This is an optimization exercise on Yosys and OpenROAD, whose aim is small area, not a production implementation. In this exercise RTL edits were held to simulation tests only and were not proved equivalent to the original. Power figures rest on the tool's default switching activity, not on a simulated workload.

Setup of v6:
==> flow/design.v (excerpt) <==
module IPF ( clk, reset, in_en, din, ipf_type, ipf_band_pos, ipf_wo_class, ipf_offset, lcu_x, lcu_y, lcu_size, busy, out_en, dout, dout_addr, finish);
    input   clk;
    input   reset;
    input   in_en;
    input   [7:0]  din;
    input   [1:0]  ipf_type;
    input   [4:0]  ipf_band_pos;
    input          ipf_wo_class;
    input   [15:0] ipf_offset;
    input   [2:0]  lcu_x;
    input   [2:0]  lcu_y;
    input   [1:0]  lcu_size;
    output busy;
    output finish;
    output out_en;
    output [7:0] dout;
    output [13:0] dout_addr;
    reg [1:0] size;
    always @(posedge clk) size <= lcu_size;
    wire s16 = (size == 2'd0);
    wire s32 = (size == 2'd1);
    reg [6:0] ox, oy;
    reg started, fin;
    wire [6:0] mask = s16 ? 7'h0f : s32 ? 7'h1f : 7'h3f;
    wire col_end  = &(ox | ~mask);
    wire col_zero = ~(|(ox & mask));
    wire row_end  = &(oy | ~mask);
    wire row_pen  = &(oy | ~mask | 7'd1) & ~oy[0];
    wire row_zero = ~(|(oy & mask));
    wire n_col_zero = col_end;
    wire n_col_one  = col_zero;
    wire n_row_end  = col_end ? row_pen : row_end;
    wire n_row_zero = col_end ? row_end : row_zero;
    wire new_lcu = started & row_end & col_end;
    wire [6:0] lx = s16 ? {lcu_x, 4'd0} : s32 ? {lcu_x[1:0], 5'd0} : {lcu_x[0], 6'd0};
    wire [6:0] ly = s16 ? {lcu_y, 4'd0} : s32 ? {lcu_y[1:0], 5'd0} : {lcu_y[0], 6'd0};
    wire [6:0] ox_inc = ox + 7'd1;
    wire [6:0] oy_inc = oy + 7'd1;
    always @(posedge clk or posedge reset) begin
        if (reset) begin
            ox <= 7'd0;
            oy <= 7'h7f;
            started <= 1'b0;
            fin <= 1'b0;
        end
        else begin
            started <= started | in_en;
            if (started) ox <= (ox_inc & mask) | ((new_lcu ? lx : ox) & ~mask);
            if (started & col_end) oy <= (oy_inc & mask) | ((new_lcu ? ly : oy) & ~mask);
            if (~in_en & started & row_end & col_end) fin <= 1'b1;
        end
    end
    assign finish = fin;
    assign busy = fin;
    assign out_en = 1'b1;
    assign dout_addr = {oy, ox};
    wire [4:0] band = din[7:3];
  ...
Size in the first run: about 1400 cells after synthesis, roughly 68 I/O pins, about 0.023 mm2 of cells after synthesis.
==> module IPF, before the edit <==
module IPF ( clk, reset, in_en, din, ipf_type, ipf_band_pos, ipf_wo_class, ipf_offset, lcu_x, lcu_y, lcu_size, busy, out_en, dout, dout_addr, finish);
    input   clk;
    input   reset;
    input   in_en;
    input   [7:0]  din;
    input   [1:0]  ipf_type;
    input   [4:0]  ipf_band_pos;
    input          ipf_wo_class;
    input   [15:0] ipf_offset;
    input   [2:0]  lcu_x;
    input   [2:0]  lcu_y;
    input   [1:0]  lcu_size;
    output busy;
    output finish;
    output out_en;
    output [7:0] dout;
    output [13:0] dout_addr;
    reg [1:0] size;
    always @(posedge clk) size <= lcu_size;
    wire s16 = (size == 2'd0);
    wire s32 = (size == 2'd1);
    reg [6:0] ox, oy;
    reg started, fin;
    wire [6:0] mask = s16 ? 7'h0f : s32 ? 7'h1f : 7'h3f;
    wire col_end  = &(ox | ~mask);
    wire col_zero = ~(|(ox & mask));
    wire row_end  = &(oy | ~mask);
    wire row_pen  = &(oy | ~mask | 7'd1) & ~oy[0];
    wire row_zero = ~(|(oy & mask));
    wire n_col_zero = col_end;
    wire n_col_one  = col_zero;
    wire n_row_end  = col_end ? row_pen : row_end;
    wire n_row_zero = col_end ? row_end : row_zero;
    wire new_lcu = started & row_end & col_end;
    wire [6:0] lx = s16 ? {lcu_x, 4'd0} : s32 ? {lcu_x[1:0], 5'd0} : {lcu_x[0], 6'd0};
    wire [6:0] ly = s16 ? {lcu_y, 4'd0} : s32 ? {lcu_y[1:0], 5'd0} : {lcu_y[0], 6'd0};
    wire [6:0] ox_inc = ox + 7'd1;
    wire [6:0] oy_inc = oy + 7'd1;
    always @(posedge clk or posedge reset) begin
        if (reset) begin
            ox <= 7'd0;
            oy <= 7'h7f;
            started <= 1'b0;
            fin <= 1'b0;
        end
        else begin
            started <= started | in_en;
            if (started) ox <= (ox_inc & mask) | ((new_lcu ? lx : ox) & ~mask);
            if (started & col_end) oy <= (oy_inc & mask) | ((new_lcu ? ly : oy) & ~mask);
            if (~in_en & started & row_end & col_end) fin <= 1'b1;
        end
    end
    assign finish = fin;
    assign busy = fin;
    assign out_en = 1'b1;
    assign dout_addr = {oy, ox};
    wire [4:0] band = din[7:3];
    wire [4:0] bd = band - ipf_band_pos;
    wire prot = (bd == 5'd0) | (bd == 5'd31) | ((bd == 5'd1) & ~(&ipf_band_pos));
    reg [3:0] boff;
    always @(*) begin
        case (band[1:0])
            2'd0: boff = ipf_offset[15:12];
            2'd1: boff = ipf_offset[11:8];
            2'd2: boff = ipf_offset[7:4];
            default: boff = ipf_offset[3:0];
        endcase
    end
    wire [8:0] bsum = {1'b0, din} + {1'b0, {4{boff[3]}}, boff};
    wire [7:0] bsat = (bsum[8] ^ boff[3]) ? {8{~boff[3]}} : bsum[7:0];
    wire [7:0] bout = ((ipf_type == 2'd1) & ~prot) ? bsat : din;
    reg [7:0] r0, r1;                  
    reg [7:0] la [1:63];               
    reg [7:0] lb [1:64];               
    wire [7:0] c = s16 ? la[15] : s32 ? la[31] : la[63];    
    wire [7:0] a = s16 ? lb[16] : s32 ? lb[32] : lb[64];    
    wire [7:0] ea = ipf_wo_class ? a : r1;
    wire [7:0] ec = ipf_wo_class ? c : r0;
    wire [7:0] eb = din;
    function carry8;
        input [7:0] x, y;
        input cin;
        integer k;
        begin
            carry8 = cin;
            for (k = 0; k < 8; k = k + 1)
                carry8 = (x[k] & y[k]) | (carry8 & (x[k] | y[k]));
        end
    endfunction
    wire [8:0] esum = ea + eb;
    wire [7:0] em = esum[8:1];
    wire c_lt_m = carry8(em, ~ec, 1'b0);      
    wire c_gt_m = carry8(ec, ~em, 1'b0);      
    wire ua = carry8(ea, ~ec, c_gt_m);
    wire ub = carry8(eb, ~ec, c_gt_m);
    reg [3:0] eoff;
    always @(*) begin
        if (c_lt_m & ua & ub)        eoff = ipf_offset[15:12];
        else if (c_gt_m & ~ua & ~ub) eoff = ipf_offset[3:0];
        else if (c_lt_m)             eoff = ipf_offset[11:8];
        else if (c_gt_m)             eoff = ipf_offset[7:4];
        else                         eoff = 4'd0;
    end
    wire [7:0] eout = ec + {{4{eoff[3]}}, eoff};
    wire eo = (ipf_type == 2'd2);
    wire h_act = eo & ~ipf_wo_class & ~n_col_zero & ~n_col_one;
    wire v_act = eo & ipf_wo_class & ~n_row_end & ~n_row_zero;
    reg [7:0] dout_r;
    assign dout = dout_r;
    integer i;
    always @(posedge clk) begin
        dout_r <= v_act ? eout : c;
        r0 <= bout;
        r1 <= r0;
        la[1] <= h_act ? eout : r0;
        for (i = 2; i <= 63; i = i + 1) la[i] <= la[i-1];
        lb[1] <= c;
        for (i = 2; i <= 64; i = i + 1) lb[i] <= lb[i-1];
    end
endmodule
==> flow/config.mk <==
export PLATFORM = sky130hd
export DESIGN_NAME = IPF
export DESIGN_NICKNAME = IPF
export VERILOG_FILES = /design/flow/design.v
export SDC_FILE = /design/flow/constraint.sdc
export NUM_CORES = 4
export LEC_CHECK = 0
export ABC_AREA = 1
export CAP_MARGIN = 20
export CORE_MARGIN = 2
export CORE_UTILIZATION = 70
export CTS_BUF_LIST = sky130_fd_sc_hd__clkbuf_4
export CTS_CLUSTER_DIAMETER = 30
export CTS_CLUSTER_SIZE = 10
export PLACE_DENSITY = 0.8
export SLEW_MARGIN = 20
==> flow/constraint.sdc <==
create_clock -name core_clock -period 10.0 [get_ports {clk}]
set_input_delay 2.0000 -clock core_clock [delete_from_list [all_inputs] [get_ports {clk}]]
set_output_delay 2.0000 -clock core_clock [all_outputs]
set_load 0.01 [all_outputs]
standard.sh (not shown) runs the stock make flow with config.mk's settings and CLKGATE_MAP_FILE= SYNTH_SCRIPT=/design/flow/synth_recipe.tcl, a recipe that flattens the netlist after the stock synthesis.
==> flow/flow/run.sh <==
#!/bin/bash
# Layout flow: the standard flow (standard.sh) with these changes:
#  - after the standard synthesis, its combinational logic is re-mapped by
#    ABC (flow/remap.tcl) with a few random seeds of &deepsyn, and the
#    smallest result is used; the flip-flops are left as they are and
#    checked to be identical, else the standard netlist is kept;
#  - the port buffers use the smallest buffer cell (buf_1);
#  - clock tree synthesis inserts no dummy loads.
# Each tool's output goes to a log file in this folder; ORFS also keeps its
# per-step logs under orfs/logs.
set -euo pipefail
export BUFFER_PORTS_ARGS="-buffer_cell sky130_fd_sc_hd__buf_1"
export CTS_ARGS="-sink_clustering_enable -repair_clock_nets -sink_clustering_size 10 -sink_clustering_max_diameter 30 -buf_list {sky130_fd_sc_hd__clkbuf_4} -dont_use_dummy_load"

bash standard.sh synth > synth.log 2>&1

res=orfs/results/$FLOW_PLATFORM/IPF/base
cp $res/1_2_yosys.v standard_synth.v

flops() { grep -oE '^ *sky130_fd_sc_hd__(df|ed|sd)[a-z0-9_]+ [^ ]+' "$1" | sort; }
nflops=$(flops standard_synth.v | wc -l)

# re-map with seeds 0..7, four at a time
for batch in "0 1 2 3" "4 5 6 7"; do
  for s in $batch; do
    ABC_SEED=$s IN_V=standard_synth.v OUT_V=remap_$s.v timeout 1200 yosys -c flow/remap.tcl > remap_$s.log 2>&1 &
  done
  wait || true
done

best=""; best_area=""
for s in 0 1 2 3 4 5 6 7; do
  [ -s remap_$s.v ] && [ -s remap_$s.v.stat ] || continue
  [ "$nflops" -gt 0 ] && cmp -s <(flops standard_synth.v) <(flops remap_$s.v) || continue
  area=$(grep "Chip area" remap_$s.v.stat | awk '{print $NF}')
  if [ -z "$best" ] || awk "BEGIN{exit !($area < $best_area)}"; then best=$s; best_area=$area; fi
done

if [ -n "$best" ]; then
  echo "re-mapped netlist of seed $best used (cell area $best_area); flip-flops identical: $nflops" > remap_check.log
  cp remap_$best.v $res/1_2_yosys.v
  touch $res/1_2_yosys.v
else
  echo "re-mapping failed or changed flip-flops; standard netlist kept" > remap_check.log
fi

bash standard.sh > flow.log 2>&1
Other scripts of this flow, unchanged in this note and not shown: flow/flow/remap.tcl
Here is what was changed in the inputs of v7 compared with v6.
--- a/flow/design.v
+++ b/flow/design.v
@@ -14,14 +14,14 @@
     output finish;
     output out_en;
     output [7:0] dout;
     output [13:0] dout_addr;
     reg [1:0] size;
     always @(posedge clk) size <= lcu_size;
-    wire s16 = (size == 2'd0);
-    wire s32 = (size == 2'd1);
+    wire s16 = ~(size[1] | size[0]);     
+    wire s32 = size[0];
     reg [6:0] ox, oy;
     reg started, fin;
     wire [6:0] mask = s16 ? 7'h0f : s32 ? 7'h1f : 7'h3f;
     wire col_end  = &(ox | ~mask);
     wire col_zero = ~(|(ox & mask));
     wire row_end  = &(oy | ~mask);
@@ -54,31 +54,19 @@
     assign busy = fin;
     assign out_en = 1'b1;
     assign dout_addr = {oy, ox};
     wire [4:0] band = din[7:3];
     wire [4:0] bd = band - ipf_band_pos;
     wire prot = (bd == 5'd0) | (bd == 5'd31) | ((bd == 5'd1) & ~(&ipf_band_pos));
-    reg [3:0] boff;
-    always @(*) begin
-        case (band[1:0])
-            2'd0: boff = ipf_offset[15:12];
-            2'd1: boff = ipf_offset[11:8];
-            2'd2: boff = ipf_offset[7:4];
-            default: boff = ipf_offset[3:0];
-        endcase
-    end
-    wire [8:0] bsum = {1'b0, din} + {1'b0, {4{boff[3]}}, boff};
-    wire [7:0] bsat = (bsum[8] ^ boff[3]) ? {8{~boff[3]}} : bsum[7:0];
-    wire [7:0] bout = ((ipf_type == 2'd1) & ~prot) ? bsat : din;
     reg [7:0] r0, r1;                  
     reg [7:0] la [1:63];               
     reg [7:0] lb [1:64];               
     wire [7:0] c = s16 ? la[15] : s32 ? la[31] : la[63];    
     wire [7:0] a = s16 ? lb[16] : s32 ? lb[32] : lb[64];    
     wire [7:0] ea = ipf_wo_class ? a : r1;
-    wire [7:0] ec = ipf_wo_class ? c : r0;
+    wire [7:0] ec = ipf_type[0] ? din : ipf_wo_class ? c : r0;
     wire [7:0] eb = din;
     function carry8;
         input [7:0] x, y;
         input cin;
         integer k;
         begin
@@ -92,20 +80,30 @@
     wire c_lt_m = carry8(em, ~ec, 1'b0);      
     wire c_gt_m = carry8(ec, ~em, 1'b0);      
     wire ua = carry8(ea, ~ec, c_gt_m);
     wire ub = carry8(eb, ~ec, c_gt_m);
     reg [3:0] eoff;
     always @(*) begin
-        if (c_lt_m & ua & ub)        eoff = ipf_offset[15:12];
+        if (ipf_type[0])
+            case (band[1:0])
+                2'd0: eoff = ipf_offset[15:12];
+                2'd1: eoff = ipf_offset[11:8];
+                2'd2: eoff = ipf_offset[7:4];
+                default: eoff = ipf_offset[3:0];
+            endcase
+        else if (c_lt_m & ua & ub)   eoff = ipf_offset[15:12];
         else if (c_gt_m & ~ua & ~ub) eoff = ipf_offset[3:0];
         else if (c_lt_m)             eoff = ipf_offset[11:8];
         else if (c_gt_m)             eoff = ipf_offset[7:4];
         else                         eoff = 4'd0;
     end
-    wire [7:0] eout = ec + {{4{eoff[3]}}, eoff};
-    wire eo = (ipf_type == 2'd2);
+    wire [8:0] esum9 = {1'b0, ec} + {1'b0, {4{eoff[3]}}, eoff};
+    wire [7:0] eout = esum9[7:0];
+    wire [7:0] bsat = (esum9[8] ^ eoff[3]) ? {8{~eoff[3]}} : eout;
+    wire [7:0] bout = (ipf_type[0] & ~prot) ? bsat : din;
+    wire eo = ipf_type[1];               
     wire h_act = eo & ~ipf_wo_class & ~n_col_zero & ~n_col_one;
     wire v_act = eo & ipf_wo_class & ~n_row_end & ~n_row_zero;
     reg [7:0] dout_r;
     assign dout = dout_r;
     integer i;
     always @(posedge clk) begin
Results
- Per the comparison of v7 with v6, global-route wire length before repair went down about 2%; worst setup slack went up 0.24 ns; sequential share of layout area went up 0.33 points; met1 wire length went up 360 um.
- Changes observed in v7 relative to v6: count of clock-buffer cells in the layout grew by 0.75%; total via count after detailed routing shrank by 170; total power grew by 8.6%.

## re-timing with driven ports
In the flow no input, the clock included, has a driving cell. The finished layouts below were timed again as built, in two steps.
Step 1: set_driving_cell puts a clkbuf_16 on clk and a buf_2 on each other input, an assumption about the parent block.
Step 2 also shifts input and output timing later by t, the mid clock arrival at the registers, as if the neighbouring blocks saw the same clock.
Three values: no drivers, after step 1, after step 2; two values: the first two.
run | t (ns) | slack for setup (ns) | slew at the worst register clock pin (ns) | cell pins on the clock port's net
v6 | 0.777 | 0.551 / 0.569 / -0.208 | 0.10 / 0.10 | 1
v7 | 0.806 | 0.793 / 0.779 / -0.027 | 0.10 / 0.10 | 1
With both steps, setup timing fails in v6 and v7, where it was met with ideal ports. For v7, which loses most, drivers alone change the setup slack by -0.014 ns; drivers and shift together by -0.820 ns.
